From an optimization exercise on the open Yosys and OpenROAD flow, aimed at small area, a short achievable clock period and few clock cycles; shortcuts taken in it are not production practice.
The RTL was checked by simulation tests, not by an equivalence proof against the original design.
No activity file was given, so power comes from the tool's default toggle rates.

### flow/design.v
module MFE(clk, reset, ready, busy, iaddr, idata, data_rd, addr, data_wr, wen);
input              clk, reset;
input              ready;
output reg         busy;
output reg  [13:0] iaddr;
input       [ 7:0] idata;
input       [ 7:0] data_rd;
output reg  [13:0] addr;
output reg  [ 7:0] data_wr;
output reg         wen;
function gt8;
    input [7:0] a, b;
    reg [7:0] g1, e1;
    reg [3:0] g2, e2;
    reg [1:0] g3, e3;
    integer i;
    begin
        g1 = a & ~b;
        e1 = a | ~b;
        for (i = 0; i < 4; i = i + 1) begin
            g2[i] = g1[2*i+1] | (e1[2*i+1] & g1[2*i]);
            e2[i] = g1[2*i+1] | (e1[2*i+1] & e1[2*i]);
        end
        for (i = 0; i < 2; i = i + 1) begin
            g3[i] = g2[2*i+1] | (e2[2*i+1] & g2[2*i]);
            e3[i] = g2[2*i+1] | (e2[2*i+1] & e2[2*i]);
        end
        gt8 = g3[1] | (e3[1] & g3[0]);
    end
endfunction
reg        p_first, p_second, p_third;
reg  [1:0] pcnt;        
reg        zcol;        
reg        znew;        
wire [6:0] rrow = iaddr[13:7];
wire [6:0] rcol = iaddr[6:0];
wire       pix_ok = !((p_third && rrow == 7'd127) || (p_second && rrow == 7'd0));
reg  [7:0] r0;
reg  [7:0] q0, q1, q2;                 
wire       ce0 = gt8(q0, r0) | p_first;
wire       ce1 = gt8(q1, r0) | !p_third;
always @(posedge clk) begin
    r0 <= pix_ok ? idata : 8'd0;
    q0 <= ce0 ? r0 : q0;
    q1 <= ce0 ? q0 : (ce1 ? r0 : q1);
    q2 <= ce1 ? q1 : r0;
end
reg  [23:0] P, Q;
always @(posedge clk) begin
    Q <= P;
    P <= p_first ? {q2, q1, q0} : Q;
end
wire [7:0] ql = Q[ 7: 0];
wire [7:0] qm = Q[15: 8];
wire [7:0] qh = Q[23:16];
wire [7:0] vl = zcol ? 8'd0 : ql;
wire [7:0] vh = zcol ? 8'd0 : qh;
reg  [7:0] L, H, M;
wire gtL = gt8(ql, L) & ~zcol;
wire ltH = gt8(H, qh) | zcol;
wire [7:0] ma = qm, mb = P[15:8], mc = q1;
wire m_ab = gt8(ma, mb) & ~zcol;
wire m_ac = (gt8(ma, mc) | znew) & ~zcol;
wire m_bc = gt8(mb, mc) | znew;
wire [7:0] m_med = m_ab ? (m_bc ? mb : (m_ac ? mc : ma)) : (m_ac ? ma : (m_bc ? mc : mb));
always @(posedge clk) begin
    if (p_first | gtL) L <= vl;
    if (p_first | ltH) H <= vh;
    if (p_first) M <= m_med;
end
wire f_ab = gt8(L, M), f_ac = gt8(L, H), f_bc = gt8(M, H);
wire [7:0] f_med = f_ab ? (f_bc ? M : (f_ac ? H : L)) : (f_ac ? L : (f_bc ? H : M));
always @(posedge clk) begin
    data_wr <= f_med;
end
always @(posedge clk or posedge reset) begin
    if (reset) begin
        busy     <= 1'b0;
        wen      <= 1'b0;
        p_first  <= 1'b0;
        p_second <= 1'b0;
        p_third  <= 1'b1;
        pcnt     <= 2'd0;
    end else begin
        wen <= busy && p_first && pcnt == 2'd3;
        if (!busy) begin
            pcnt <= 2'd0;
            if (ready) begin
                busy     <= 1'b1;
                p_first  <= 1'b1;
                p_third  <= 1'b0;
            end
        end else begin
            p_first  <= p_third;
            p_second <= p_first;
            p_third  <= p_second;
            if (p_first && pcnt != 2'd3) pcnt <= pcnt + 2'd1;
            if (wen && addr == 14'd16383) begin
                busy     <= 1'b0;
                p_first  <= 1'b0;
                p_second <= 1'b0;
                p_third  <= 1'b1;
            end
        end
    end
end
always @(posedge clk) begin
    zcol <= (p_second && rcol == 7'd1) || (p_third && rcol == 7'd2);
    znew <= rcol == 7'd1;
    if (!busy && !ready) iaddr <= 14'd16256;
    else                 iaddr <= iaddr + (p_second ? 14'd16129 : 14'd128);
    addr <= iaddr - 14'd3;
end
endmodule
### flow/flow/run.sh
#!/bin/bash
# The standard layout, with plain buffers (buf_2) on the ports instead of the
# default delay-cell choice.
set -euo pipefail
bash standard.sh BUFFER_PORTS_ARGS="-buffer_cell sky130_fd_sc_hd__buf_2" finish > standard.log 2>&1
### flow/standard.sh
#!/bin/bash
# synth_recipe.tcl (not shown) runs the flow's synth.tcl, then flattens the netlist and writes it again
# the make line also repeats each setting of config.mk as NAME=value (left out here)
make -C /OpenROAD-flow-scripts/flow DESIGN_CONFIG=/design/flow/config.mk WORK_HOME=/design/flow/orfs CLKGATE_MAP_FILE= SYNTH_SCRIPT=/design/flow/synth_recipe.tcl "${@:-finish}"
### flow/config.mk
export PLATFORM = sky130hd
export DESIGN_NAME = MFE
export DESIGN_NICKNAME = MFE
export VERILOG_FILES = /design/flow/design.v
export SDC_FILE = /design/flow/constraint.sdc
export NUM_CORES = 4
export LEC_CHECK = 0
export CAP_MARGIN = 20
export CORE_MARGIN = 2
export CORE_UTILIZATION = 40
export CTS_BUF_LIST = sky130_fd_sc_hd__clkbuf_4 sky130_fd_sc_hd__clkbuf_8
export SETUP_SLACK_MARGIN = 4.5
export SLEW_MARGIN = 20
### flow/constraint.sdc
create_clock -name core_clock -period 7.0 [get_ports {clk}]
set_input_delay 1.4000 -clock core_clock [delete_from_list [all_inputs] [get_ports {clk}]]
set_output_delay 1.4000 -clock core_clock [all_outputs]
set_load 0.01 [all_outputs]
==> results of run 1 <==
## state kept, by name (all words and copies together), names as in the netlist
name      cells
q1            8
p_second      1
H             8
wen           1
Q            24
iaddr        14
q0            8
busy          1
znew          1
q2            8
M             8
L             8
P            24
zcol          1
r0            8
data_wr       8
p_first       1
addr         14
pcnt          2
p_third       1
## synth_stat cells, drive strengths merged (16+ instances only)
| cell | number |
|---|---|
| dfxtp | 102 |
| inv | 58 |
| nor2 | 44 |
| edfxtp | 40 |
| nand2 | 35 |
| o21ai | 32 |
| maj3 | 29 |
| nor2b | 24 |
| mux2 | 20 |
| a21oi | 18 |
| xor2 | 16 |
## stage by stage
step	std cells	utilization (%)	instance area [um2]	hold WS [ns]	power, mW
after floorplan	635	-	6700	0.310	2.84
after global placement	884	44.8	7160	0.310	3.24
after detailed placement	884	44.8	7160	0.312	3.30
after CTS	940	49.6	7940	0.329	4.18
after global routing	956	51.6	8260	0.332	4.74
final	956	51.6	8260	0.324	4.44
## worst paths after layout
path,from,endpoint,cells past startpoint
max,H[0],H[7],9
min,P[5],Q[5],0
max reg2reg,H[0],H[7],9
min reg2reg,P[5],Q[5],0
max in group asynchronous,reset,p_third,2
min in group asynchronous,reset,pcnt[0],2
## metal layers
metal,routed length (um),up-vias,track usage [%]
met3,460,27,2.95
met2,7060,91,27.4
met4,308,0,7.65
met1,6880,2320,22.7
li1,-,2474,-
met5,0,-,0
## cells in the final DEF, fill, tap and decap left out, types with 13 or more instances in the layout
master                     instances
sky130_fd_sc_hd__clkbuf_8         18
sky130_fd_sc_hd__buf_4            22
sky130_fd_sc_hd__nor2b_1          20
sky130_fd_sc_hd__and2_1           14
sky130_fd_sc_hd__xor2_1           14
sky130_fd_sc_hd__nand2b_1         13
sky130_fd_sc_hd__nor2_1           43
sky130_fd_sc_hd__a21oi_1          13
sky130_fd_sc_hd__edfxtp_1         40
sky130_fd_sc_hd__mux2_2           13
sky130_fd_sc_hd__nand2_1          34
sky130_fd_sc_hd__o21ai_0          25
sky130_fd_sc_hd__maj3_2           25
sky130_fd_sc_hd__inv_1            55
sky130_fd_sc_hd__buf_2            48
sky130_fd_sc_hd__buf_6            15
sky130_fd_sc_hd__dfxtp_1          89
## layout make-up
class / instances / area, um2 / share of cell area, %
Inverter: 58 / 218 / 2.63
Tap cell: 216 / 270 / 3.27
Clock buffer: 20 / 263 / 3.18
Timing Repair Buffer: 87 / 614 / 7.43
Sequential cell: 149 / 3440 / 41.6
Multi-Input combinational cell: 414 / 3330 / 40.3
Clock inverter: 12 / 129 / 1.56
## what timing repair did
item | 4_1_cts | 5_1_grt
resized for setup | 52 | 42
pin swaps | 18 | 25
buffers inserted | 22 | 16
cloned | 2 | 0
endpoints found under the setup margin | 72 | 62
## cell families after synthesis
| group | share of synthesized area, % |
|---|---|
| AND/OR/NAND/NOR | 13.7 |
| flip-flops | 51.8 |
| AO/OA/AOI/OAI | 14.8 |
| buffers and inverters | 4.21 |
| adder cells (fa/ha/maj) | 6.81 |
| multiplexers | 5.69 |
| XOR/XNOR | 3.05 |
## power by group
| group | switching [mW] | leakage, nW | internal, mW |
|---|---|---|---|
| combinational | 1.06 | 1.91 | 1.10 |
| sequential | 0.331 | 1.35 | 1.29 |
| clock | 0.317 | 0.196 | 0.333 |
==> impl_metrics.csv, run 1 <==
group,metric,value,unit
timing,post-route-min-period,3.31,ns
placement,place.port_buffers,48,
cts,cts.sinks,149,
timing,finalSetupViolations,0,
power_and_ir_drop,vdd.ir_drop.worst,0.000272,V
run_status,status,"no timing/DRC/antenna violations",
power_and_ir_drop,power_leakage,3.45,nW
timing,worst_tran_pin_value,1.01,ns
placement,post-dp-hpwl,10200,um
timing,fmax,302,MHz
global_routing,grt_usage,17.1,%
setup_path,cpPeakStageDelay,0.41,ns
drt,postRouteAntennaNets,0,
drt,wirelength,14700,um
synth,synth_async_sr_flop_share,4.70,%
synth,post_synth_inst_count,635,
flow_run,drv_cap,0,
synth,synth_seq_cells,149,
drt,number_of_detailed_route_iterations_in_the_first_pass,5,
cts,cts_htree_levels,4,
worst_hold_path,worstHoldPathType,"reg2reg",
cts,worst_skew_pair.late_latency,0.45,ns
layout,syn_to_final_growth,25.2,%
timing,max-slew-margin-rel,32.3,%
global_routing,via_count_of_the_first_global_routing_pass,4733,
timing,finalMaxSlewViolations,0,
setup_path,worst_path_max_delay_cell,"sky130_fd_sc_hd__or3_4",
floorplanning,die-width,132,um
setup_path,worst-endpoint-required,7.18,ns
timing,final.setup.tns,0,ns
drt,wl_per_cell,15.4,um
synth,yosysTopAreaCellShare,31.0,%
setup_path,crit_path_max_fanout,8,
global_routing,grt_max_degree,54,
timing,final_min_period_over_clock_period,47.3,%
synth,synthesis.area,6600,um2
layout,fillerInstances,1459,
layout,finish.net_count,758,
synth,synth_seq_area_share,51.8,%
setup_path,worstPathCellList,"nor2b_4 > maj3_2 > maj3_2 > maj3_2 > maj3_2 > maj3_2 > maj3_2 > maj3_2 > or3_4",
drt,post_route_drc_violation_count,0,
synth,post_synth_cell_types,66,
drt,vias_per_cell,5.14,
placement,dp_worst_setup_slack,3.61,ns
layout,ratio_of_cells_with_drive_above_1_in_the_final_layout,32.7,%
cts,cts_buffer_depth,2,
setup_path,worst-setup-path-type,"reg2reg",
drt,detailroute.via_count,4912,
setup_path,crit_path_start_kind,"flip-flop",
synth,ys.flop_type,"sky130_fd_sc_hd__dfxtp_1",
floorplanning,initial_utilization,41.2,%
global_routing,grt_antenna_before_repair,0,
floorplanning,core-area,16000,um2
cts,postCtsHoldBufs,0,
synth,synth_nets,666,
synth,avgSynthCellArea,10.4,um2
setup_path,timing.reg2reg.setup_slack,3.69,ns
placement,finalWeightedCongestion,0.882,
setup_path,cp_num_buf_inv,0,
setup_path,cp_data_arrival_time,3.49,ns
floorplanning,die_area,17500,um2
timing,fin_worst_skew,0.0182,ns
global_routing,grt.overflow.total,0,
timing,final.setup.worst_slack,3.69,ns
synth,yosys_warnings,1,
cts,tritoncts,"done",
power_and_ir_drop,pwr_density_cell,538,nW/um2
timing,setup_repair_after_global_routing_missed_its_margin,"yes",
synth,synth_area_leader_cell,"sky130_fd_sc_hd__dfxtp_1",
drt,drt_iter0_markers,268,
floorplanning,floorplan.die.height,132,um
setup_path,path_common_cell,"sky130_fd_sc_hd__maj3_2",
layout,diodes,0,
cts,cts_root_buf,"sky130_fd_sc_hd__clkbuf_8",
setup_path,setup.worst_path.end_class,"flip-flop",
timing,finalHoldViolCount,0,
synth,synth.top_cells.by_area,"sky130_fd_sc_hd__dfxtp_1 (31%), sky130_fd_sc_hd__edfxtp_1 (18%), sky130_fd_sc_hd__maj3_1 (3.3%)",
setup_path,critical-path-top-delay-family,"adder cells",
floorplanning,num_io_pins,57,
floorplanning,rows,46,
cts,cts_inserted_buffers,17,
synth,synth_edf_count,40,
global_routing,grt_pass1_wl,23900,um
cts,clk_pin_slew,0.08,ns
Testbench counts, summed over its fixed seeds: cycles 393,296.
==> inputs of run 2 (changes only) <==
==> flow/flow/run.sh (replaced) <==
#!/bin/bash
# The standard layout (the standard.sh, all ORFS steps), with two changes:
#  - the ports get plain buf_2 buffers instead of the default delay-cell choice;
#  - clock tree synthesis uses no dummy loads.
set -euo pipefail
bash standard.sh \
  BUFFER_PORTS_ARGS="-buffer_cell sky130_fd_sc_hd__buf_2" \
  CTS_ARGS="-sink_clustering_enable -repair_clock_nets -dont_use_dummy_load -buf_list {sky130_fd_sc_hd__clkbuf_4 sky130_fd_sc_hd__clkbuf_8}" \
  finish > standard.log 2>&1
==> impl_metrics.csv, run 2 <==
group,metric,value,unit
global_routing,global_route.usage.met2,27.7,%
synth,yosysTopAreaCellShare,31.0,%
drt,drt_iter0_markers,291,
floorplanning,die_area,17500,um2
setup_path,crit_path_max_fanout,8,
floorplanning,die-width,132,um
drt,detailroute.via_count,4940,
power_and_ir_drop,pwr_density_cell,530,nW/um2
setup_path,cpPeakStageDelay,0.41,ns
setup_path,critical-path-top-delay-family,"adder cells",
timing,final_min_period_over_clock_period,47.5,%
timing,finalHoldViolCount,0,
synth,synth_nets,666,
layout,most_common_cell_after_layout_fill_and_taps_aside,"sky130_fd_sc_hd__dfxtp_1",
power_and_ir_drop,fin_total_pwr,4.30,mW
layout,postLayoutCoreUtil,50.8,%
power_and_ir_drop,vdd.ir_drop.worst,0.000289,V
timing,post-route-min-period,3.33,ns
placement,finalWeightedCongestion,0.882,
global_routing,groute.layer.met1.usage,22.6,%
global_routing,grt_antenna_before_repair,0,
setup_path,worstPathCellList,"nor2b_4 > maj3_2 > maj3_2 > maj3_2 > maj3_2 > maj3_2 > maj3_2 > maj3_2 > or3_4",
timing,finalMaxSlewViolations,0,
synth,synth_most_common_cell,"sky130_fd_sc_hd__dfxtp_1",
setup_path,cp_data_arrival_time,3.49,ns
global_routing,via_count_of_the_first_global_routing_pass,4739,
drt,vias_per_cell,5.23,
setup_path,timing.reg2reg.setup_slack,3.67,ns
drt,wl_per_cell,15.6,um
drt,postRouteAntennaNets,0,
global_routing,grt_usage,17.1,%
synth,yosys_warnings,1,
worst_hold_path,worstHoldPathType,"reg2reg",
cts,cts.sinks,149,
timing,final.setup.tns,0,ns
timing,fin_worst_skew,0.0286,ns
cts,cts_htree_levels,4,
setup_path,worst-setup-path-type,"reg2reg",
synth,synth_top_cells_by_count,"sky130_fd_sc_hd__dfxtp_1 (102), sky130_fd_sc_hd__inv_1 (56), sky130_fd_sc_hd__nor2_1 (44)",
synth,post_synth_inst_count,635,
setup_path,worst_path_max_delay_cell,"sky130_fd_sc_hd__or3_4",
drt,wirelength,14800,um
layout,finalNonFillerCells,944,
setup_path,worst-endpoint-required,7.16,ns
placement,place.port_buffers,48,
cts,tritoncts,"done",
layout,layout_top_registers,"P x24, Q x24",
floorplanning,rows,46,
placement,placed_cells,884,
timing,fmax,301,MHz
layout,finish.net_count,761,
global_routing,globalRouteMet3Util,3.18,%
synth,synth_edf_count,40,
synth,synth_seq_cells,149,
cts,clk_pin_slew,0.08,ns
layout,syn_to_final_growth,23.2,%
power_and_ir_drop,power_leakage,3.40,nW
timing,setup_repair_after_global_routing_missed_its_margin,"yes",
layout,final_cell_mix,"sky130_fd_sc_hd__dfxtp_1 (89), sky130_fd_sc_hd__inv_1 (55), sky130_fd_sc_hd__buf_2 (48)",
timing,finalSetupViolations,0,
floorplanning,initial_utilization,41.2,%
timing,max-slew-margin-rel,30.2,%
synth,synth_seq_area_share,51.8,%
synth,synth_async_sr_flop_share,4.70,%
synth,ys.flop_type,"sky130_fd_sc_hd__dfxtp_1",
floorplanning,num_io_pins,57,
synth,post_synth_cell_types,66,
cts,cts_root_buf,"sky130_fd_sc_hd__clkbuf_8",
floorplanning,core-area,16000,um2
synth,synthesis.area,6600,um2
setup_path,crit_path_start_kind,"flip-flop",
drt,post_route_drc_violation_count,0,
setup_path,cp_num_buf_inv,0,
synth,synth.top_cells.by_area,"sky130_fd_sc_hd__dfxtp_1 (31%), sky130_fd_sc_hd__edfxtp_1 (18%), sky130_fd_sc_hd__maj3_1 (3.3%)",
timing,worst_tran_pin_value,1.05,ns
layout,fillerInstances,1474,
setup_path,setup.worst_path.end_class,"flip-flop",
flow_run,drv_cap,0,
layout,ratio_of_cells_with_drive_above_1_in_the_final_layout,31.5,%
placement,post-dp-hpwl,10200,um
run_status,status,"no timing/DRC/antenna violations",
layout,diodes,0,
setup_path,path_common_cell,"sky130_fd_sc_hd__maj3_2",
synth,avgSynthCellArea,10.4,um2
cts,cts_buffer_depth,2,
drt,number_of_detailed_route_iterations_in_the_first_pass,5,
floorplanning,floorplan.die.height,132,um
global_routing,grt_max_degree,54,
cts,cts_inserted_buffers,17,
global_routing,grt.overflow.total,0,
synth,synth_area_leader_cell,"sky130_fd_sc_hd__dfxtp_1",
global_routing,grt_pass1_wl,23900,um
cts,worst_skew_pair.late_latency,0.44,ns
global_routing,most_used_routing_layer,"met2",
run 2: per-layer routing:
layer  routed length (um)  up-vias
li1                     -     2461
met1                 6820     2340
met2                 7150      111
met3                  473       28
met4                  321        0
met5                    0        -
run 2: area by class of cell:
| type | instances | area (um2) | area share (%) |
|---|---|---|---|
| Sequential cell | 149 | 3440 | 42.3 |
| Inverter | 58 | 218 | 2.68 |
| Multi-Input combinational cell | 414 | 3330 | 40.9 |
| Tap cell | 216 | 270 | 3.33 |
| Timing Repair Buffer | 90 | 638 | 7.85 |
| Clock buffer | 17 | 234 | 2.88 |
run 2: worst paths after layout:
check                      startpoint      end  depth (start not counted)
setup / recovery                 H[0]     H[7]                          9
hold / removal                   P[2]     Q[2]                          0
setup reg to reg                 H[0]     H[7]                          9
hold reg to reg                  P[2]     Q[2]                          0
max in group asynchronous       reset  p_third                          2
min in group asynchronous       reset  pcnt[1]                          2
run 2: cells by family (layout without fill, tap and decap cells):
logic type / count (synthesis) / count (layout) / share of synthesized area [%]
AOI/OAI and AO/OA: 135 / 136 / 14.8
buffers and inverters: 74 / 165 / 4.21
adders and majority gates: 41 / 41 / 6.81
xor gates and xnor gates: 23 / 23 / 3.05
and+or+nand+nor: 178 / 179 / 13.7
DFF: 149 / 149 / 51.8
muxes: 35 / 35 / 5.69
run 2: metrics by stage:
step / instance area, um2 / worst slack [ns] / hold slack (ns)
after floorplan: 6700 / 3.80 / 0.310
after global placement: 7160 / 3.64 / 0.310
after detailed placement: 7160 / 3.61 / 0.312
after CTS: 7830 / 3.67 / 0.319
after global routing: 8130 / 3.60 / 0.321
final: 8130 / 3.67 / 0.318
run 2: what timing repair did:
| item | in CTS | in global routing |
|---|---|---|
| gates cloned | 2 | 0 |
| setup buffers | 24 | 17 |
| setup endpoints to repair | 72 | 61 |
| pin swaps | 19 | 19 |
| gates resized for setup | 56 | 34 |
| hold buffers | 0 | 0 |
run 2: report_power, final:
part / total, mW / internal (mW) / switching (mW)
combinational: 2.20 / 1.12 / 1.08
clock: 0.478 / 0.214 / 0.264
sequential: 1.62 / 1.29 / 0.327
==> inputs of run 3 (changes only) <==
--- a/flow/config.mk
+++ b/flow/config.mk
@@ -7,2 +7,3 @@
 export LEC_CHECK = 0
+export ABC_AREA = 1
 export CAP_MARGIN = 20
==> impl_metrics.csv, run 3 <==
group,metric,value,unit
setup_path,worst_r2r_startpoint,"r0[7]",
setup_path,worst_path_max_delay_cell,"sky130_fd_sc_hd__dfxtp_1",
power_and_ir_drop,fin_total_pwr,4.35,mW
global_routing,grt_max_degree,61,
worst_hold_path,worst_hold_path.num_cells,0,
drt,number_of_detailed_route_iterations_in_the_first_pass,5,
timing,finalHoldViolCount,0,
worst_hold_path,hp-start,"P[21]",
setup_path,setup.worst_path.end_class,"output pin",
synth,post_synth_inst_count,1017,
timing,finalMaxSlewViolations,0,
synth,synth_seq_cells,149,
cts,cts_buffer_depth,2,
floorplanning,initial_utilization,40.4,%
layout,ratio_of_cells_with_drive_above_1_in_the_final_layout,10.4,%
layout,most_common_cell_after_layout_fill_and_taps_aside,"sky130_fd_sc_hd__nand2_1",
layout,layout_top_registers,"P x24, Q x24",
cts,worst_skew_pair.late_latency,0.44,ns
drt,post_route_drc_violation_count,0,
setup_path,worst-endpoint-required,5.60,ns
drt,detailroute.via_count,6504,
placement,finalWeightedCongestion,0.851,
cts,clk_pin_slew,0.09,ns
cts,tritoncts,"done",
synth,ys.flop_type,"sky130_fd_sc_hd__dfxtp_1",
timing,worst_tran_pin_value,0.712,ns
drt,drt_iter0_markers,527,
setup_path,worstPathCellList,"buf_2",
synth,synth.top_cells.by_area,"sky130_fd_sc_hd__dfxtp_1 (27%), sky130_fd_sc_hd__edfxtp_1 (16%), sky130_fd_sc_hd__nand2_1 (16%)",
floorplanning,die_area,19800,um2
synth,synth_most_common_cell,"sky130_fd_sc_hd__nand2_1",
power_and_ir_drop,vdd.ir_drop.worst,0.000248,V
layout,post_route_cell_area,8190,um2
cts,cts_inserted_buffers,17,
timing,final.setup.tns,0,ns
synth,synth_simple_gate_area_share,30.3,%
synth,synth_edf_count,40,
timing,final_min_period_over_clock_period,34.9,%
flow_run,drv_cap,0,
setup_path,crit_path_max_fanout,5,
synth,synthesis.area,7480,um2
synth,synth_fa_ha_area_share,2.01,%
setup_path,worst-setup-path-type,"reg2out",
worst_hold_path,worstHoldPathType,"reg2reg",
global_routing,via_count_of_the_first_global_routing_pass,5854,
synth,synth_nets,1048,
placement,placed_cells,1278,
floorplanning,core-area,18500,um2
timing,fin_worst_skew,0.0291,ns
timing,fmax,410,MHz
layout,finish.net_count,1097,
floorplanning,rows,50,
setup_path,timing.reg2reg.setup_slack,4.70,ns
cts,cts.sinks,149,
timing,max-slew-margin-rel,52.2,%
synth,avgSynthCellArea,7.36,um2
layout,finalNonFillerCells,1298,
synth,combinational_family_with_the_most_area_after_synthesis,"simple AND/OR/NAND/NOR gates",
cts,cts_root_buf,"sky130_fd_sc_hd__clkbuf_8",
synth,synth_async_sr_flop_share,4.70,%
synth,yosysTopAreaCellShare,27.3,%
setup_path,timing.reg2reg.worst_path_depth,8,
placement,place.port_buffers,48,
setup_path,cpPeakStageDelay,0.43,ns
global_routing,grt_pass1_wl,29300,um
layout,fillerInstances,1881,
setup_path,critical_path.reg2reg.endpoint,"q1[2]",
synth,post_synth_xor_area_fraction,1.64,%
drt,wirelength,17700,um
drt,wl_per_cell,13.6,um
placement,detailed_place.area,7900,um2
global_routing,grt_antenna_before_repair,0,
floorplanning,floorplan.die.height,141,um
synth,synth_seq_area_share,45.7,%
setup_path,cp_num_buf_inv,1,
floorplanning,num_io_pins,57,
setup_path,critical-path-top-delay-family,"flip-flops",
timing,post-route-min-period,2.44,ns
synth,synth_area_leader_cell,"sky130_fd_sc_hd__dfxtp_1",
power_and_ir_drop,power_leakage,4.03,nW
setup_path,crit_path_start_kind,"flip-flop",
drt,postRouteAntennaNets,0,
worst_hold_path,hold_path_end,"Q[21]",
timing,setup_repair_after_global_routing_missed_its_margin,"no",
synth,synth-compound-area-share,11.4,%
placement,dp_worst_setup_slack,4.28,ns
timing,finalSetupViolations,0,
drt,vias_per_cell,5.01,
synth,yosys_warnings,1,
global_routing,grt_usage,18.4,%
synth,synth_top_cells_by_count,"sky130_fd_sc_hd__nand2_1 (316), sky130_fd_sc_hd__inv_1 (134), sky130_fd_sc_hd__dfxtp_1 (102)",
placement,post-dp-hpwl,13000,um
cts,cts_htree_levels,4,
floorplanning,die-width,141,um
layout,final_cell_mix,"sky130_fd_sc_hd__nand2_1 (316), sky130_fd_sc_hd__inv_1 (134), sky130_fd_sc_hd__dfxtp_1 (93)",
global_routing,grt.overflow.total,0,
layout,syn_to_final_growth,9.42,%
synth,post_synth_cell_types,46,
run_status,status,"no timing/DRC/antenna violations",
power_and_ir_drop,pwr_density_cell,531,nW/um2
synth,yosys-mux-area-fraction,0,%
layout,diodes,0,
cts,postCtsHoldBufs,0,
timing,final.setup.worst_slack,4.56,ns
setup_path,cp_data_arrival_time,1.04,ns
[run 3: metal layers]
layer  up-vias  track usage (%)  wire length, um
met5         -                0                0
met4         0             4.37              125
met3        13             3.40              819
met2       161             29.7             8130
met1      2942             25.8             8580
li1       3388                -                -
[run 3: how the worst max path moves through the flow]
stage	end	from	slack [ns]	cells past startpoint
2_1_floorplan	p_first	ready	4.67	4
3_3_place_gp	q1[5]	p_first	4.30	3
3_5_place_dp	q1[5]	p_first	4.28	3
4_1_cts	busy	busy	4.51	1
5_1_grt	iaddr[6]	iaddr[6]	4.50	1
6_report	iaddr[10]	iaddr[10]	4.56	1
[run 3: final cells by class]
type / count / area [um2] / area share [%]
Sequential cell: 149 / 3440 / 42.0
Inverter: 146 / 548 / 6.70
Multi-Input combinational cell: 700 / 3400 / 41.6
Timing Repair Buffer: 52 / 270 / 3.30
Clock buffer: 17 / 234 / 2.86
Tap cell: 234 / 293 / 3.58
[run 3: per-stage QoR]
stage          hold slack, ns  utilization (%)
2_1_floorplan           0.310                -
3_3_place_gp            0.310             42.6
3_5_place_dp            0.312             42.6
4_1_cts                 0.303             44.0
5_1_grt                 0.320             44.2
6_report                0.308             44.2
[run 3: what timing repair did]
item,in CTS,in global routing
endpoints found under the setup margin,24,11
gates cloned,0,0
setup buffers,0,3
resized for setup,9,5
[run 3: logic make-up after synthesis]
group,after synthesis
compound gates,146
xor+xnor,14
fa+ha+maj,12
buf+inv,168
flops,149
simple gates,528
[run 3: power by group]
part           internal (mW)  total (mW)  switching (mW)
Clock                  0.214       0.487           0.273
Sequential              1.31        1.64           0.329
Combinational          0.764        2.22            1.46
==> inputs of run 4 (changes only) <==
--- a/flow/flow/run.sh
+++ b/flow/flow/run.sh
@@ -1,3 +1,6 @@
 #!/bin/bash
-# The standard layout (the standard.sh, all ORFS steps), with two changes:
+# The standard layout (the standard.sh, all ORFS steps), with three changes:
+#  - Yosys's ABC maps with flow/abc_speed.script (the classic delay-targeted
+#    mapper) in place of ORFS's abc_speed.script; ORFS's scripts are otherwise
+#    used unchanged, from a copy in this folder;
 #  - the ports get plain buf_2 buffers instead of the default delay-cell choice;
@@ -5,3 +8,8 @@
 set -euo pipefail
+here=$(pwd)
+rm -rf "$here/orfs_scripts"
+cp -r "$FLOW_HOME/scripts" "$here/orfs_scripts"
+cp "$here/flow/abc_speed.script" "$here/orfs_scripts/abc_speed.script"
 bash standard.sh \
+  SCRIPTS_DIR="$here/orfs_scripts" \
   BUFFER_PORTS_ARGS="-buffer_cell sky130_fd_sc_hd__buf_2" \
==> flow/flow/abc_speed.script (new file) <==
strash
dch
map -D 1000
topo
buffer -c
upsize -c -D 1000
dnsize -c -D 1000
--- a/flow/config.mk
+++ b/flow/config.mk
@@ -7,3 +7,2 @@
 export LEC_CHECK = 0
-export ABC_AREA = 1
 export CAP_MARGIN = 20
==> impl_metrics.csv, run 4 <==
group,metric,value,unit
run_status,status,"no timing/DRC/antenna violations",
setup_path,cpPeakStageDelay,0.43,ns
layout,ratio_of_cells_with_drive_above_1_in_the_final_layout,12.8,%
timing,post-route-min-period,2.45,ns
setup_path,crit_path_max_fanout,6,
floorplanning,initial_utilization,41.1,%
global_routing,grt_pass1_wl,25000,um
synth,synth_async_sr_flop_share,4.70,%
layout,syn_to_final_growth,9.89,%
power_and_ir_drop,pwr-share-seq,40.9,%
global_routing,via_count_of_the_first_global_routing_pass,4996,
drt,post_route_drc_violation_count,0,
synth,synth_top_cells_by_count,"sky130_fd_sc_hd__nand2_1 (142), sky130_fd_sc_hd__dfxtp_1 (102), sky130_fd_sc_hd__inv_1 (96)",
global_routing,grt_usage,17.4,%
timing,fmax,408,MHz
synth,combinational_family_with_the_most_area_after_synthesis,"compound AO/OA/AOI/OAI gates",
synth,synth_nets,849,
setup_path,worst-endpoint-required,5.60,ns
setup_path,setup.worst_path.end_class,"output pin",
timing,finalMaxSlewViolations,0,
power_and_ir_drop,power.internal,2.20,mW
timing,final_min_period_over_clock_period,35.0,%
placement,placed_cells,1062,
timing,max-slew-margin-rel,51.7,%
setup_path,critical-path-top-delay-family,"flip-flops",
cts,cts.sinks,149,
power_and_ir_drop,power.clock.fraction,12.3,%
layout,layout_top_registers,"P x24, Q x24",
cts,postCtsHoldBufs,0,
layout,fillerInstances,1673,
cts,cts_htree_levels,4,
synth,synthesis.area,6860,um2
setup_path,crit_path_start_kind,"flip-flop",
floorplanning,num_io_pins,57,
synth,synth_area_leader_cell,"sky130_fd_sc_hd__dfxtp_1",
drt,wl_per_cell,14.1,um
power_and_ir_drop,fin_total_pwr,3.96,mW
cts,cts_inserted_buffers,17,
synth,synth_edf_count,40,
drt,number_of_detailed_route_iterations_in_the_first_pass,5,
layout,finalNonFillerCells,1081,
global_routing,grt_max_degree,63,
synth,avgSynthCellArea,8.39,um2
synth,post_synth_inst_count,818,
synth,yosys_warnings,1,
timing,finalHoldViolCount,0,
placement,place.port_buffers,48,
synth,post_synth_cell_types,50,
global_routing,grt.overflow.total,0,
placement,dp_worst_setup_slack,4.45,ns
drt,drt_iter0_markers,413,
global_routing,grt_antenna_before_repair,0,
setup_path,cp_data_arrival_time,1.05,ns
power_and_ir_drop,power_leakage,3.27,nW
timing,final.setup.worst_slack,4.55,ns
setup_path,worst-setup-path-type,"reg2out",
placement,post-dp-hpwl,11000,um
synth,ys.flop_type,"sky130_fd_sc_hd__dfxtp_1",
cts,cts_root_buf,"sky130_fd_sc_hd__clkbuf_8",
drt,detailroute.via_count,5593,
setup_path,worst_path_max_delay_cell,"sky130_fd_sc_hd__dfxtp_1",
drt,postRouteAntennaNets,0,
synth,synth_seq_cells,149,
drt,vias_per_cell,5.17,
floorplanning,rows,47,
floorplanning,floorplan.die.height,135,um
flow_run,drv_cap,0,
timing,fin_worst_skew,0.0353,ns
synth,yosysTopAreaCellShare,29.8,%
setup_path,worstPathCellList,"buf_2",
power_and_ir_drop,pwr_density_cell,525,nW/um2
layout,finish.net_count,894,
layout,most_common_cell_after_layout_fill_and_taps_aside,"sky130_fd_sc_hd__nand2_1",
cts,worst_skew_pair.late_latency,0.46,ns
synth,post_synth_xor_area_fraction,1.53,%
synth,synth_most_common_cell,"sky130_fd_sc_hd__nand2_1",
cts,clk_pin_slew,0.08,ns
timing,setup_repair_after_global_routing_missed_its_margin,"no",
power_and_ir_drop,vdd.ir_drop.worst,0.000277,V
cts,cts_buffer_depth,2,
synth,synth.top_cells.by_area,"sky130_fd_sc_hd__dfxtp_1 (30%), sky130_fd_sc_hd__edfxtp_1 (18%), sky130_fd_sc_hd__nand2_1 (7.8%)",
synth,synth_seq_area_share,49.8,%
drt,wirelength,15200,um
timing,final.setup.tns,0,ns
floorplanning,die-width,135,um
layout,final_cell_mix,"sky130_fd_sc_hd__nand2_1 (142), sky130_fd_sc_hd__inv_1 (96), sky130_fd_sc_hd__dfxtp_1 (93)",
layout,diodes,0,
timing,worst_tran_pin_value,0.724,ns
power_and_ir_drop,swShare,44.3,%
synth,yosys-mux-area-fraction,0,%
cts,tritoncts,"done",
synth,synth-compound-area-share,23.3,%
power_and_ir_drop,power.switching,1.75,mW
power_and_ir_drop,share_comb_of_total_power,46.8,%
timing,finalSetupViolations,0,
synth,synth_simple_gate_area_share,14.8,%
synth,synth_fa_ha_area_share,2.19,%
floorplanning,core-area,16700,um2
timing,fin_worst_hold_slack,0.324,ns
floorplanning,die_area,18200,um2
placement,finalWeightedCongestion,0.902,
setup_path,cp_num_buf_inv,1,
worst_hold_path,worstHoldPathType,"reg2reg",
## run 4: cell count changes after synthesis, moves of 12 or more
cell,change
sky130_fd_sc_hd__a32oi_1,+14
sky130_fd_sc_hd__a21oi_1,+31
sky130_fd_sc_hd__nand4_1,-22
sky130_fd_sc_hd__a22oi_1,+12
sky130_fd_sc_hd__o211ai_1,+14
sky130_fd_sc_hd__nand3_1,-76
sky130_fd_sc_hd__nand2_1,-174
sky130_fd_sc_hd__o21ai_1,+33
sky130_fd_sc_hd__inv_1,-38
## run 4: final cells by class
type                            count  area [um2]  share of cell area (%)
Inverter                          107         402                    5.33
Tap cell                          220         275                    3.65
Timing Repair Buffer               53         278                    3.68
Sequential cell                   149        3430                    45.6
Clock buffer                       17         234                    3.10
Multi-Input combinational cell    535        2920                    38.7
## run 4: routing by layer
metal / share of wire, % / vias to the layer above / global-route usage [%]
met3: 3.9 / 17 / 4.32
li1: - / 2897 / -
met1: 50 / 2573 / 24.8
met4: 1.3 / 0 / 5.21
met5: 0 / - / 0
met2: 44 / 106 / 26.1
## run 4: through the flow
step / utilization [%] / area [um2]
6_report: 45.1 / 7540
5_1_grt: 45.1 / 7540
4_1_cts: 44.9 / 7500
3_5_place_dp: 43.4 / 7250
3_3_place_gp: 43.4 / 7250
2_1_floorplan: - / 6860
## run 4: cell families after synthesis
family / after synthesis
buf+inv: 135
fa+ha+maj: 12
compound gates: 263
xor+xnor: 12
flops: 149
simple gates: 247
## run 4: repair_timing
item                                    CTS  global route
gates cloned                              0             1
pin swaps                                 0             1
buffers inserted                          1             0
gates resized for setup                  10             6
hold endpoints to repair                  0             0
endpoints found under the setup margin   17            27
## run 4: worst paths after layout
path / from / slack, ns / end / cells past startpoint
worst max-delay path: iaddr[6] / 4.55 / iaddr[6] / 1
worst min-delay path: P[23] / 0.32 / Q[23] / 0
worst max register to register: q1[7] / 4.74 / M[6] / 9
worst min register to register: P[23] / 0.32 / Q[23] / 0
max in group asynchronous: reset / 5.86 / p_third / 2
min in group asynchronous: reset / 0.87 / wen / 2
## run 4: power by group through the flow
stage	registers, mW	clock network, mW	logic, mW
CTS	1.62	0.500	1.82
floorplan	1.57	0	1.46
finish	1.62	0.487	1.85
global placement	1.62	0	1.79
detailed placement	1.63	0	1.81
global route	1.67	0.531	2.13
==> inputs of run 5 (changes only) <==
==> flow/flow/abc_speed.script (replaced) <==
strash
dch
map -D 1600
topo
buffer -c
upsize -c -D 1600
dnsize -c -D 1600
==> impl_metrics.csv, run 5 <==
group,metric,value,unit
setup_path,worst_r2r_startpoint,"q1[2]",
cts,cts_root_buf,"sky130_fd_sc_hd__clkbuf_8",
global_routing,grt_usage,17.7,%
drt,number_of_detailed_route_iterations_in_the_first_pass,7,
synth,avgSynthCellArea,8.43,um2
timing,worst_tran_pin_value,0.873,ns
setup_path,setup.worst_path.end,"iaddr[13]",
setup_path,worst-endpoint-required,5.60,ns
floorplanning,rows,47,
placement,finalWeightedCongestion,0.842,
setup_path,cpPeakStageDelay,0.44,ns
setup_path,crit_path_start_kind,"flip-flop",
drt,drt_iter0_markers,251,
cts,cts_buffer_depth,2,
synth,synth_nets,824,
drt,wl_per_cell,14.4,um
drt,vias_per_cell,5.20,
global_routing,grt.overflow.total,0,
layout,postLayoutCoreUtil,46.0,%
timing,post-route-min-period,2.45,ns
synth,synth_top_cells_by_count,"sky130_fd_sc_hd__inv_1 (111), sky130_fd_sc_hd__dfxtp_1 (102), sky130_fd_sc_hd__nand2_1 (94)",
layout,most_common_cell_after_layout_fill_and_taps_aside,"sky130_fd_sc_hd__inv_1",
setup_path,cp_num_buf_inv,1,
floorplanning,die_area,17800,um2
timing,finalMaxSlewViolations,0,
setup_path,timing.reg2reg.setup_slack,4.61,ns
setup_path,setup.worst_path.end_class,"output pin",
synth,yosys_warnings,1,
setup_path,worst_path_max_delay_cell,"sky130_fd_sc_hd__dfxtp_1",
drt,postRouteAntennaNets,0,
timing,fin_worst_skew,0.0287,ns
cts,clk_pin_slew,0.07,ns
layout,diodes,0,
layout,finish.net_count,884,
synth,ys.flop_type,"sky130_fd_sc_hd__dfxtp_1",
synth,synth_area_leader_cell,"sky130_fd_sc_hd__dfxtp_1",
cts,cts_htree_levels,4,
power_and_ir_drop,fin_total_pwr,4.00,mW
setup_path,worstPathCellList,"buf_2",
synth,synth_most_common_cell,"sky130_fd_sc_hd__inv_1",
synth,synth_seq_cells,149,
cts,tritoncts,"done",
cts,cts.sinks,149,
synth,synth_edf_count,40,
placement,post-dp-hpwl,10800,um
timing,fmax,408,MHz
synth,yosysTopAreaCellShare,30.5,%
setup_path,setup.worst_path.start,"iaddr[13]",
setup_path,critical_path.reg2reg.endpoint,"M[7]",
cts,postCtsHoldBufs,0,
placement,place.port_buffers,48,
power_and_ir_drop,power_leakage,3.29,nW
synth,post_synth_inst_count,793,
timing,finalSetupViolations,0,
timing,max-slew-margin-rel,41.7,%
cts,cts_inserted_buffers,17,
setup_path,worst-setup-path-type,"reg2out",
timing,setup_repair_after_global_routing_missed_its_margin,"yes",
floorplanning,num_io_pins,57,
global_routing,grt_max_degree,52,
run_status,status,"no timing/DRC/antenna violations",
synth,synth_async_sr_flop_share,4.70,%
power_and_ir_drop,pwr_density_cell,528,nW/um2
floorplanning,initial_utilization,40.6,%
flow_run,drv_cap,0,
drt,post_route_drc_violation_count,0,
layout,final_cell_mix,"sky130_fd_sc_hd__inv_1 (109), sky130_fd_sc_hd__nand2_1 (93), sky130_fd_sc_hd__dfxtp_1 (91)",
drt,detailroute.via_count,5566,
timing,final_min_period_over_clock_period,35.0,%
synth,post_synth_cell_types,45,
layout,ratio_of_cells_with_drive_above_1_in_the_final_layout,14.3,%
setup_path,cp_num_cells,1,
drt,wirelength,15400,um
floorplanning,core-area,16500,um2
layout,syn_to_final_growth,13.3,%
power_and_ir_drop,vdd.ir_drop.worst,0.000225,V
synth,synth.top_cells.by_area,"sky130_fd_sc_hd__dfxtp_1 (31%), sky130_fd_sc_hd__edfxtp_1 (18%), sky130_fd_sc_hd__o21ai_0 (6.5%)",
floorplanning,floorplan.die.height,133,um
synth,synthesis.area,6690,um2
worst_hold_path,worst_hold_path.num_cells,0,
global_routing,grt_antenna_before_repair,0,
setup_path,crit_path_max_fanout,5,
worst_hold_path,worstHoldPathType,"reg2reg",
setup_path,timing.reg2reg.worst_path_depth,9,
floorplanning,die-width,133,um
synth,synth_seq_area_share,51.1,%
layout,layout_top_registers,"P x24, Q x24",
timing,final.setup.tns,0,ns
cts,worst_skew_pair.late_latency,0.45,ns
setup_path,cp_data_arrival_time,1.05,ns
global_routing,grt_pass1_wl,24700,um
timing,finalHoldViolCount,0,
global_routing,via_count_of_the_first_global_routing_pass,4933,
setup_path,critical-path-top-delay-family,"flip-flops",
==> run 5: final cells by class <==
| cell class | count | area, um2 |
|---|---|---|
| Sequential cell | 149 | 3440 |
| Multi-Input combinational cell | 504 | 2800 |
| Fill cell | 1651 | 8890 |
| Timing Repair Buffer | 68 | 404 |
| Inverter | 113 | 428 |
| Tap cell | 220 | 275 |
| Clock buffer | 17 | 234 |
==> run 5: how the worst min path moves through the flow <==
stage | from | endpoint | slack (ns)
after floorplan | P[0] | Q[0] | 0.31
after global placement | P[22] | Q[22] | 0.31
after detailed placement | P[21] | Q[21] | 0.31
after CTS | P[21] | Q[21] | 0.33
after global routing | P[19] | Q[19] | 0.33
final | P[6] | Q[6] | 0.32
==> run 5: where the power goes <==
group,internal [mW],switching (mW)
combinational,0.750,1.17
clock,0.213,0.260
sequential,1.29,0.309
==> run 5: stage by stage <==
step                      cell area (um2)  std cells  hold WS (ns)  setup slack, ns
after floorplan                      6690        793         0.310             4.70
after global placement               7110       1038         0.310             4.26
after detailed placement             7110       1038         0.312             4.29
after CTS                            7390       1056         0.326             4.45
after global routing                 7580       1071         0.333             4.44
final                                7580       1071         0.322             4.55
==> run 5: layer usage <==
metal  global-route usage, %  vias to the layer above  wire length [um]  part of all wire (%)
met5                       0                        -                 0                     0
met4                    7.39                        0               334                   2.2
met3                    3.73                       24               676                   4.4
met2                    28.5                      125              7230                    47
met1                    23.3                     2575              7200                    47
li1                        -                     2842                 -                     -
==> run 5: cells by family after synthesis <==
logic type      synth area share, %
compound gates                 23.5
simple gates                   12.8
flops                          51.1
buf+inv                        8.47
fa+ha+maj                      2.54
xor+xnor                       1.57
==> run 5: what timing repair did <==
| action | CTS | global route |
|---|---|---|
| pin swaps | 1 | 4 |
| setup buffers | 0 | 13 |
| endpoints found under the setup margin | 19 | 22 |
| hold endpoints to repair | 0 | 0 |
| cloned | 1 | 2 |
| resized for setup | 12 | 13 |
==> inputs of run 6 (changes only) <==
==> flow/flow/abc_speed.script (replaced) <==
strash
dch
map -D 1300
topo
buffer -c
upsize -c -D 1300
dnsize -c -D 1300
==> impl_metrics.csv, run 6 <==
group,metric,value,unit
run_status,status,"no timing/DRC/antenna violations",
global_routing,via_count_of_the_first_global_routing_pass,4965,
floorplanning,floorplan.die.height,134,um
synth,ys.flop_type,"sky130_fd_sc_hd__dfxtp_1",
floorplanning,core-area,16500,um2
setup_path,crit_path_max_fanout,5,
synth,synth_most_common_cell,"sky130_fd_sc_hd__nand2_1",
worst_hold_path,worstHoldPathType,"reg2reg",
drt,post_route_drc_violation_count,0,
setup_path,worst-endpoint-required,5.60,ns
global_routing,grt.overflow.total,0,
layout,ratio_of_cells_with_drive_above_1_in_the_final_layout,14.4,%
drt,postRouteAntennaNets,0,
power_and_ir_drop,fin_total_pwr,3.96,mW
synth,synth_async_sr_flop_share,4.70,%
setup_path,cp_num_cells,1,
cts,tritoncts,"done",
synth,synth_area_leader_cell,"sky130_fd_sc_hd__dfxtp_1",
drt,detailroute.via_count,5452,
synth,synth_seq_cells,149,
power_and_ir_drop,pwr_density_cell,530,nW/um2
timing,worst_tran_pin_value,0.994,ns
drt,drt_iter0_markers,345,
setup_path,setup.worst_path.end_class,"output pin",
setup_path,worst_r2r_startpoint,"H[1]",
global_routing,grt_antenna_before_repair,0,
setup_path,worst_path_max_delay_cell,"sky130_fd_sc_hd__dfxtp_1",
layout,final_cell_mix,"sky130_fd_sc_hd__nand2_1 (115), sky130_fd_sc_hd__dfxtp_1 (92), sky130_fd_sc_hd__inv_1 (87)",
synth,post_synth_cell_types,51,
synth,synth_top_cells_by_count,"sky130_fd_sc_hd__nand2_1 (115), sky130_fd_sc_hd__dfxtp_1 (102), sky130_fd_sc_hd__inv_1 (87)",
cts,cts_htree_levels,4,
setup_path,cpPeakStageDelay,0.43,ns
timing,fmax,410,MHz
synth,synth_edf_count,40,
layout,syn_to_final_growth,11.0,%
timing,finalSetupViolations,0,
setup_path,cp_num_buf_inv,1,
timing,finalHoldViolCount,0,
floorplanning,die_area,17900,um2
setup_path,worstPathCellList,"buf_2",
drt,wl_per_cell,13.8,um
synth,avgSynthCellArea,8.40,um2
synth,post_synth_inst_count,801,
global_routing,grt_max_degree,63,
placement,place.port_buffers,48,
layout,finish.net_count,880,
synth,synthesis.area,6730,um2
cts,cts_inserted_buffers,17,
global_routing,grt_pass1_wl,24200,um
synth,synth_nets,832,
cts,postCtsHoldBufs,0,
floorplanning,num_io_pins,57,
cts,cts_buffer_depth,2,
synth,yosysTopAreaCellShare,30.4,%
power_and_ir_drop,power_leakage,3.26,nW
drt,wirelength,14700,um
worst_hold_path,hp-start,"P[3]",
global_routing,grt_usage,17.2,%
cts,worst_skew_pair.late_latency,0.46,ns
timing,final_min_period_over_clock_period,34.8,%
synth,yosys_warnings,1,
timing,setup_repair_after_global_routing_missed_its_margin,"yes",
setup_path,critical-path-top-delay-family,"flip-flops",
synth,synth.top_cells.by_area,"sky130_fd_sc_hd__dfxtp_1 (30%), sky130_fd_sc_hd__edfxtp_1 (18%), sky130_fd_sc_hd__nand2_1 (6.4%)",
cts,cts_root_buf,"sky130_fd_sc_hd__clkbuf_8",
power_and_ir_drop,vdd.ir_drop.worst,0.000208,V
worst_hold_path,hold_path_end,"Q[3]",
timing,final.setup.tns,0,ns
synth,synth_seq_area_share,50.8,%
worst_hold_path,worst_hold_path.num_cells,0,
layout,most_common_cell_after_layout_fill_and_taps_aside,"sky130_fd_sc_hd__nand2_1",
placement,finalWeightedCongestion,0.868,
floorplanning,initial_utilization,40.7,%
timing,fin_worst_skew,0.0278,ns
setup_path,cp_data_arrival_time,1.04,ns
setup_path,timing.reg2reg.worst_path_depth,6,
floorplanning,rows,47,
timing,post-route-min-period,2.44,ns
setup_path,timing.reg2reg.setup_slack,4.60,ns
layout,layout_top_registers,"P x24, Q x24",
placement,post-dp-hpwl,10700,um
floorplanning,die-width,134,um
cts,cts.sinks,149,
layout,diodes,0,
flow_run,drv_cap,0,
timing,finalMaxSlewViolations,0,
setup_path,worst-setup-path-type,"reg2out",
drt,vias_per_cell,5.11,
setup_path,crit_path_start_kind,"flip-flop",
setup_path,critical_path.reg2reg.endpoint,"H[4]",
timing,max-slew-margin-rel,33.6,%
cts,clk_pin_slew,0.06,ns
drt,number_of_detailed_route_iterations_in_the_first_pass,5,
## run 6: changes by cell type in the layout (fill, tap and decap cells not counted), sizes merged, moves of 2 or more
cell	previous run	this run
buf	68	56
nand3	11	15
inv	112	105
nor3	11	8
nor2	90	80
nand2	94	115
o211ai	15	11
a22oi	15	27
xor2	7	9
o311ai	4	2
o21ai	99	106
a32oi	8	0
a21oi	81	73
nand4	5	7
## run 6: logic make-up (layout without fill, tap and decap cells)
group	Yosys count	count (layout)	share of synthesized area [%]
xor gates and xnor gates	13	13	1.69
buffers and inverters	135	181	8.17
adders and majority gates	13	13	2.38
AOI/OAI and AO/OA	262	262	23.2
and+or+nand+nor	229	229	13.7
DFF	149	149	50.8
## run 6: layer usage
layer,track usage [%],routed length (um),up-vias
met2,25.9,6460,119
met1,24.0,7370,2487
met3,4.26,589,19
li1,-,-,2827
met5,0,0,-
met4,6.32,310,0
## run 6: area by class of cell
| type | count | area, um2 |
|---|---|---|
| timing repair buffer | 56 | 300 |
| inverter | 108 | 423 |
| multi-input combinational | 517 | 2800 |
| sequential | 149 | 3440 |
| fill | 1624 | 9060 |
| clock buffer | 17 | 234 |
| tap | 220 | 275 |
## run 6: worst max path at each step
| stage | start | slack, ns | to |
|---|---|---|---|
| floorplan | H[1] | 4.70 | H[0] |
| global placement | q1[1] | 4.35 | M[3] |
| detailed placement | q1[1] | 4.35 | M[4] |
| CTS | iaddr[13] | 4.53 | iaddr[13] |
| global route | p_second | 4.45 | iaddr[12] |
| finish | iaddr[12] | 4.56 | iaddr[12] |
## run 6: power breakdown
part / total (mW) / switching (mW) / internal (mW)
combinational: 1.86 / 1.14 / 0.722
clock: 0.478 / 0.265 / 0.213
sequential: 1.62 / 0.324 / 1.29
## run 6: repair_timing
item                                    CTS  global route
pin swaps                                 1             1
buffers inserted                          4             0
endpoints found under the hold margin     0             0
endpoints found under the setup margin   21            18
gates resized for setup                  13             6
## run 6: stage by stage
| stage | instances | area, um2 | hold slack, ns | setup slack (ns) | utilization [%] |
|---|---|---|---|---|---|
| 2_1_floorplan | 801 | 6730 | 0.310 | 4.70 | - |
| 3_3_place_gp | 1046 | 7150 | 0.310 | 4.35 | 43.3 |
| 5_1_grt | 1067 | 7470 | 0.326 | 4.45 | 45.2 |
| 6_report | 1067 | 7470 | 0.322 | 4.56 | 45.2 |
| 3_5_place_dp | 1046 | 7160 | 0.312 | 4.35 | 43.3 |
| 4_1_cts | 1067 | 7440 | 0.322 | 4.53 | 45.0 |
==> inputs of run 7 (changes only) <==
--- a/flow/config.mk
+++ b/flow/config.mk
@@ -11,3 +11,3 @@
 export CTS_BUF_LIST = sky130_fd_sc_hd__clkbuf_4 sky130_fd_sc_hd__clkbuf_8
-export SETUP_SLACK_MARGIN = 4.5
+export SETUP_SLACK_MARGIN = 4.6
 export SLEW_MARGIN = 20
==> impl_metrics.csv, run 7 <==
group,metric,value,unit
drt,wl_per_cell,13.9,um
layout,fillerInstances,1606,
power_and_ir_drop,pwr_density_cell,534,nW/um2
synth,synthesis.area,6730,um2
setup_path,worst-endpoint-required,5.60,ns
synth,avgSynthCellArea,8.40,um2
synth,synth_seq_cells,149,
synth,synth.top_cells.by_area,"sky130_fd_sc_hd__dfxtp_1 (30%), sky130_fd_sc_hd__edfxtp_1 (18%), sky130_fd_sc_hd__nand2_1 (6.4%)",
drt,number_of_detailed_route_iterations_in_the_first_pass,5,
layout,multiInputGateArea,2860,um2
timing,fin_worst_hold_slack,0.324,ns
timing,post-route-min-period,2.43,ns
cts,cts_htree_levels,4,
layout,finish.net_count,901,
synth,ys.flop_type,"sky130_fd_sc_hd__dfxtp_1",
synth,post_synth_inst_count,801,
power_and_ir_drop,power.switching,1.79,mW
cts,worst_skew_pair.late_latency,0.45,ns
placement,place.port_buffers,48,
synth,synth_area_leader_cell,"sky130_fd_sc_hd__dfxtp_1",
power_and_ir_drop,share_comb_of_total_power,49.3,%
setup_path,crit_path_start_kind,"flip-flop",
setup_path,cpPeakStageDelay,0.43,ns
global_routing,grt_usage,17.3,%
power_and_ir_drop,power_leakage,3.38,nW
layout,most_common_cell_after_layout_fill_and_taps_aside,"sky130_fd_sc_hd__nand2_1",
placement,post-dp-hpwl,10700,um
global_routing,grt_antenna_before_repair,0,
placement,dp_worst_setup_slack,4.35,ns
drt,vias_per_cell,5.11,
worst_hold_path,hp-start,"P[2]",
setup_path,crit_path_max_fanout,2,
timing,worst_tran_pin_value,1.07,ns
run_status,status,"no timing/DRC/antenna violations",
power_and_ir_drop,pwr-share-seq,39.2,%
power_and_ir_drop,power.clock.fraction,11.5,%
setup_path,worst-setup-path-type,"reg2out",
timing,finalHoldViolCount,0,
global_routing,via_count_of_the_first_global_routing_pass,4998,
cts,cts.sinks,149,
setup_path,cp_data_arrival_time,1.03,ns
layout,register_area,3480,um2
setup_path,worst_path_max_delay_cell,"sky130_fd_sc_hd__dfrtp_1",
timing,final_min_period_over_clock_period,34.7,%
global_routing,grt_pass1_wl,24300,um
setup_path,worst_r2r_startpoint,"p_second",
synth,yosysTopAreaCellShare,30.4,%
timing,finalMaxSlewViolations,0,
layout,layout_top_registers,"P x24, Q x24",
worst_hold_path,worstHoldPathType,"reg2reg",
drt,detailroute.via_count,5558,
floorplanning,die-width,134,um
drt,drt_iter0_markers,339,
layout,diodes,0,
setup_path,worstPathCellList,"buf_2",
synth,synth_most_common_cell,"sky130_fd_sc_hd__nand2_1",
cts,cts_root_buf,"sky130_fd_sc_hd__clkbuf_8",
setup_path,critical-path-top-delay-family,"flip-flops",
setup_path,cp_num_buf_inv,1,
floorplanning,die_area,17900,um2
power_and_ir_drop,vdd.ir_drop.worst,0.000249,V
timing,fin_worst_skew,0.0254,ns
power_and_ir_drop,power.internal,2.34,mW
timing,max-slew-margin-rel,28.2,%
floorplanning,num_io_pins,57,
drt,postRouteAntennaNets,0,
synth,synth_async_sr_flop_share,4.70,%
setup_path,setup.worst_path.start,"wen",
placement,finalWeightedCongestion,0.868,
global_routing,grt_max_degree,63,
setup_path,setup.worst_path.end_class,"output pin",
timing,final.setup.worst_slack,4.57,ns
synth,yosys_warnings,1,
floorplanning,core-area,16500,um2
power_and_ir_drop,swShare,43.3,%
power_and_ir_drop,fin_total_pwr,4.13,mW
timing,finalSetupViolations,0,
timing,final.setup.tns,0,ns
placement,detailed_place.area,7160,um2
synth,synth_top_cells_by_count,"sky130_fd_sc_hd__nand2_1 (115), sky130_fd_sc_hd__dfxtp_1 (102), sky130_fd_sc_hd__inv_1 (87)",
synth,synth_edf_count,40,
layout,ratio_of_cells_with_drive_above_1_in_the_final_layout,17.6,%
synth,synth_seq_area_share,50.8,%
layout,post_route_cell_area,7740,um2
layout,syn_to_final_growth,15.0,%
layout,final_cell_mix,"sky130_fd_sc_hd__nand2_1 (115), sky130_fd_sc_hd__inv_1 (87), sky130_fd_sc_hd__dfxtp_1 (86)",
flow_run,drv_cap,0,
floorplanning,floorplan.die.height,134,um
drt,post_route_drc_violation_count,0,
drt,wirelength,15100,um
floorplanning,rows,47,
cts,clk_pin_slew,0.07,ns
global_routing,grt.overflow.total,0,
cts,cts_inserted_buffers,17,
synth,post_synth_cell_types,51,
cts,postCtsHoldBufs,0,
cts,tritoncts,"done",
timing,setup_repair_after_global_routing_missed_its_margin,"yes",
timing,fmax,412,MHz
floorplanning,initial_utilization,40.7,%
cts,cts_buffer_depth,2,
synth,synth_nets,832,
## run 7: cell counts after synthesis
Identical to the previous run, type by type.
## run 7: final timing paths
kind	cells after the start	slack, ns	end
max reg2reg	10	4.71	iaddr[12]
min	0	0.32	Q[2]
min in group asynchronous	2	0.89	pcnt[1]
max	1	4.57	wen
min reg2reg	0	0.32	Q[2]
max in group asynchronous	2	5.85	p_third
## run 7: logic make-up (layout without fill, tap and decap cells)
group	after synthesis	count (layout)	synth area share, %
flops	149	149	50.8
buf+inv	135	201	8.17
xor+xnor	13	13	1.69
compound gates	262	262	23.2
fa+ha+maj	13	13	2.38
simple gates	229	230	13.7
## run 7: cell type report
| cell class | count | share of cell area [%] |
|---|---|---|
| Sequential cell | 149 | 44.9 |
| Multi-Input combinational cell | 518 | 37.0 |
| Timing Repair Buffer | 76 | 5.98 |
| Inverter | 108 | 5.50 |
| Tap cell | 220 | 3.56 |
| Clock buffer | 17 | 3.02 |
## run 7: layer usage
layer	part of all wire, %	global-route usage, %
met1	50	24.1
met2	44	26.1
met3	3.9	4.26
met4	1.9	6.32
met5	0	0
## run 7: power by group through the flow
stage	clock, mW	sequential [mW]	combinational, mW
2_1_floorplan	0	1.56	1.37
3_3_place_gp	0	1.62	1.79
3_5_place_dp	0	1.63	1.81
4_1_cts	0.496	1.63	1.88
5_1_grt	0.528	1.67	2.29
6_report	0.475	1.62	2.04
## run 7: what timing repair did
item | 4_1_cts | 5_1_grt
pin swaps | 1 | 1
resized for setup | 29 | 20
cloned | 0 | 1
buffers inserted | 6 | 18
setup endpoints to repair | 39 | 43
## run 7: per-stage QoR
step                      util (%)  std cells
after global routing          46.8       1088
after CTS                     45.4       1069
after floorplan                  -        801
after detailed placement      43.3       1046
after global placement        43.3       1046
final                         46.8       1088
==> inputs of run 8 (changes only) <==
--- a/flow/config.mk
+++ b/flow/config.mk
@@ -11,3 +11,3 @@
 export CTS_BUF_LIST = sky130_fd_sc_hd__clkbuf_4 sky130_fd_sc_hd__clkbuf_8
-export SETUP_SLACK_MARGIN = 4.6
+export SETUP_SLACK_MARGIN = 4.7
 export SLEW_MARGIN = 20
==> impl_metrics.csv, run 8 <==
group,metric,value,unit
layout,final_cell_mix,"sky130_fd_sc_hd__nand2_1 (114), sky130_fd_sc_hd__inv_1 (85), sky130_fd_sc_hd__nor2_1 (79)",
cts,tritoncts,"done",
cts,clk_pin_slew,0.07,ns
placement,place.port_buffers,48,
setup_path,worstPathCellList,"buf_2",
synth,synthesis.area,6730,um2
synth,synth_top_cells_by_count,"sky130_fd_sc_hd__nand2_1 (115), sky130_fd_sc_hd__dfxtp_1 (102), sky130_fd_sc_hd__inv_1 (87)",
cts,cts_root_buf,"sky130_fd_sc_hd__clkbuf_8",
drt,drt-met1-wl,7920,um
synth,post_synth_cell_types,51,
drt,drt_iter0_markers,339,
floorplanning,die_area,17900,um2
synth,yosys-mux-area-fraction,0,%
worst_hold_path,worstHoldPathType,"reg2reg",
timing,finalHoldViolCount,0,
global_routing,grt_usage,18.1,%
floorplanning,core-area,16500,um2
power_and_ir_drop,power_leakage,3.55,nW
timing,finalSetupViolations,0,
placement,finalWeightedCongestion,0.868,
drt,wl_met2,7310,um
floorplanning,initial_utilization,40.7,%
cts,cts_buffer_depth,2,
synth,synth_simple_gate_area_share,13.7,%
synth,avgSynthCellArea,8.40,um2
synth,synth_area_leader_cell,"sky130_fd_sc_hd__dfxtp_1",
setup_path,critical-path-top-delay-family,"flip-flops",
setup_path,cp_data_arrival_time,1.02,ns
synth,synth_nets,832,
cts,postCtsHoldBufs,0,
layout,layout_top_registers,"P x24, Q x24",
timing,final.setup.tns,0,ns
layout,finish.net_count,917,
synth,post_synth_inst_count,801,
flow_run,drv_cap,0,
synth,combinational_family_with_the_most_area_after_synthesis,"compound AO/OA/AOI/OAI gates",
layout,syn_to_final_growth,21.5,%
synth,synth-compound-area-share,23.2,%
synth,synth.top_cells.by_area,"sky130_fd_sc_hd__dfxtp_1 (30%), sky130_fd_sc_hd__edfxtp_1 (18%), sky130_fd_sc_hd__nand2_1 (6.4%)",
timing,post-route-min-period,2.42,ns
synth,synth_seq_cells,149,
power_and_ir_drop,pwr-share-seq,36.2,%
cts,cts_htree_levels,4,
setup_path,crit_path_max_fanout,2,
cts,cts_inserted_buffers,17,
synth,synth_most_common_cell,"sky130_fd_sc_hd__nand2_1",
drt,wirelength,16200,um
placement,placed_cells,1046,
timing,setup_repair_after_global_routing_missed_its_margin,"yes",
layout,finalNonFillerCells,1104,
power_and_ir_drop,power.switching,1.92,mW
synth,post_synth_xor_area_fraction,1.69,%
floorplanning,num_io_pins,57,
setup_path,worst-setup-path-type,"reg2out",
drt,top_layer,"met4",
global_routing,grt_antenna_before_repair,0,
synth,synth_edf_count,40,
power_and_ir_drop,pwr_density_cell,547,nW/um2
global_routing,grt_max_degree,63,
timing,worst_tran_pin_value,1.03,ns
drt,post_route_drc_violation_count,0,
synth,yosysTopAreaCellShare,30.4,%
timing,fmax,413,MHz
drt,wl_per_cell,14.7,um
setup_path,cp_num_buf_inv,1,
timing,finalMaxSlewViolations,0,
timing,final_min_period_over_clock_period,34.6,%
setup_path,cpPeakStageDelay,0.42,ns
setup_path,worst-endpoint-required,5.60,ns
floorplanning,rows,47,
layout,ratio_of_cells_with_drive_above_1_in_the_final_layout,21.8,%
power_and_ir_drop,power.clock.fraction,10.7,%
global_routing,grt.overflow.total,0,
cts,cts.sinks,149,
floorplanning,floorplan.die.height,134,um
setup_path,crit_path_start_kind,"flip-flop",
setup_path,worst_path_max_delay_cell,"sky130_fd_sc_hd__dfrtp_1",
floorplanning,die-width,134,um
synth,synth_seq_area_share,50.8,%
power_and_ir_drop,power.internal,2.55,mW
power_and_ir_drop,share_comb_of_total_power,53.1,%
run_status,status,"no timing/DRC/antenna violations",
placement,post-dp-hpwl,10700,um
power_and_ir_drop,swShare,42.9,%
drt,vias_per_cell,5.18,
global_routing,grt_pass1_wl,25400,um
layout,diodes,0,
synth,synth_async_sr_flop_share,4.70,%
drt,detailroute.via_count,5720,
drt,route.met3.wl,658,um
cts,worst_skew_pair.late_latency,0.46,ns
synth,synth_fa_ha_area_share,2.38,%
layout,most_common_cell_after_layout_fill_and_taps_aside,"sky130_fd_sc_hd__nand2_1",
setup_path,setup.worst_path.end_class,"output pin",
global_routing,via_count_of_the_first_global_routing_pass,5136,
timing,fin_worst_skew,0.0253,ns
synth,yosys_warnings,1,
synth,ys.flop_type,"sky130_fd_sc_hd__dfxtp_1",
power_and_ir_drop,vdd.ir_drop.worst,0.000231,V
drt,postRouteAntennaNets,0,
drt,number_of_detailed_route_iterations_in_the_first_pass,5,
timing,max-slew-margin-rel,31.3,%
==> run 8: per-stage QoR <==
step	utilization (%)	hold slack (ns)	worst slack (ns)	cell area [um2]	total power [mW]
6_report	49.4	0.323	4.58	8170	4.47
5_1_grt	49.4	0.326	4.46	8170	4.82
4_1_cts	47.3	0.322	4.55	7820	4.20
3_5_place_dp	43.3	0.312	4.35	7160	3.44
3_3_place_gp	43.3	0.310	4.35	7150	3.41
2_1_floorplan	-	0.310	4.70	6730	2.93
==> run 8: timing repair <==
item	CTS	global route
setup endpoints to repair	69	76
pin swaps	1	11
cloned	0	3
setup buffers	20	18
resized for setup	76	35
==> run 8: cell families (layout without fill, tap and decap cells) <==
| group | count (synthesis) | after routing |
|---|---|---|
| AO/OA/AOI/OAI | 262 | 262 |
| AND/OR/NAND/NOR | 229 | 231 |
| flip-flops | 149 | 149 |
| buffers and inverters | 135 | 216 |
| adder cells (fa/ha/maj) | 13 | 13 |
| XOR/XNOR | 13 | 13 |
==> run 8: path summary, 6_finish.rpt <==
check,from,endpoint,slack [ns],cells past startpoint
hold / removal,P[3],Q[3],0.32,0
setup reg to reg,iaddr[0],iaddr[12],4.65,11
min in group asynchronous,reset,p_second,0.88,2
hold reg to reg,P[3],Q[3],0.32,0
max in group asynchronous,reset,p_third,5.85,2
setup / recovery,wen,wen,4.58,1
==> run 8: metal layers <==
layer | global-route usage [%] | vias up
met5 | 0 | -
met4 | 6.44 | 0
met3 | 4.72 | 20
met2 | 27.6 | 141
met1 | 24.9 | 2636
li1 | - | 2923
==> run 8: power groups by stage <==
stage | clock [mW] | combinational (mW) | sequential, mW
after floorplan | 0 | 1.37 | 1.56
after global placement | 0 | 1.79 | 1.62
after detailed placement | 0 | 1.81 | 1.63
after CTS | 0.496 | 2.09 | 1.62
after global routing | 0.527 | 2.62 | 1.67
final | 0.479 | 2.37 | 1.62
==> run 8: layout make-up <==
cell class	count	area (um2)
Fill cell	1573	8350
Tap cell	220	275
Inverter	108	438
Clock buffer	17	234
Timing Repair Buffer	91	788
Sequential cell	149	3490
Multi-Input combinational cell	519	2940

## afterwards: timing with drivers on the ports
Ports are ideal in the flow. The routed layouts listed here were re-timed in OpenROAD.
Step 1 assumes that a clkbuf_16 drives the clock port and a buf_2 every other input.
Step 2 times the ports against the registers' clock, not the clock port: input delays grow and output delays shrink by t, the midpoint of the rising clock arrivals with the driver on.
Three values: ideal, step 1, step 2; two values: the first two.
| run | shift t [ns] | setup slack, ns | latest minus earliest clock arrival (ns) | cell pins on the clock port's net |
|---|---|---|---|---|
| run 1 | 0.477 | 3.686 / 3.686 / 3.686 | 0.021 / 0.021 | 1 |
| run 2 | 0.464 | 3.673 / 3.673 / 3.673 | 0.034 / 0.033 | 1 |
| run 3 | 0.467 | 4.560 / 4.522 / 4.525 | 0.035 / 0.035 | 1 |
| run 4 | 0.480 | 4.552 / 4.511 / 4.743 | 0.036 / 0.035 | 1 |
| run 5 | 0.475 | 4.547 / 4.508 / 4.342 | 0.031 / 0.031 | 1 |
| run 6 | 0.478 | 4.563 / 4.526 / 4.597 | 0.038 / 0.038 | 1 |
| run 7 | 0.472 | 4.570 / 4.533 / 4.715 | 0.038 / 0.038 | 1 |
| run 8 | 0.480 | 4.580 / 4.543 / 4.652 | 0.034 / 0.035 | 1 |
After both steps every run listed still meets setup and hold. For run 5, which loses most, drivers alone change the setup slack by -0.039 ns; drivers and shift together by -0.205 ns.
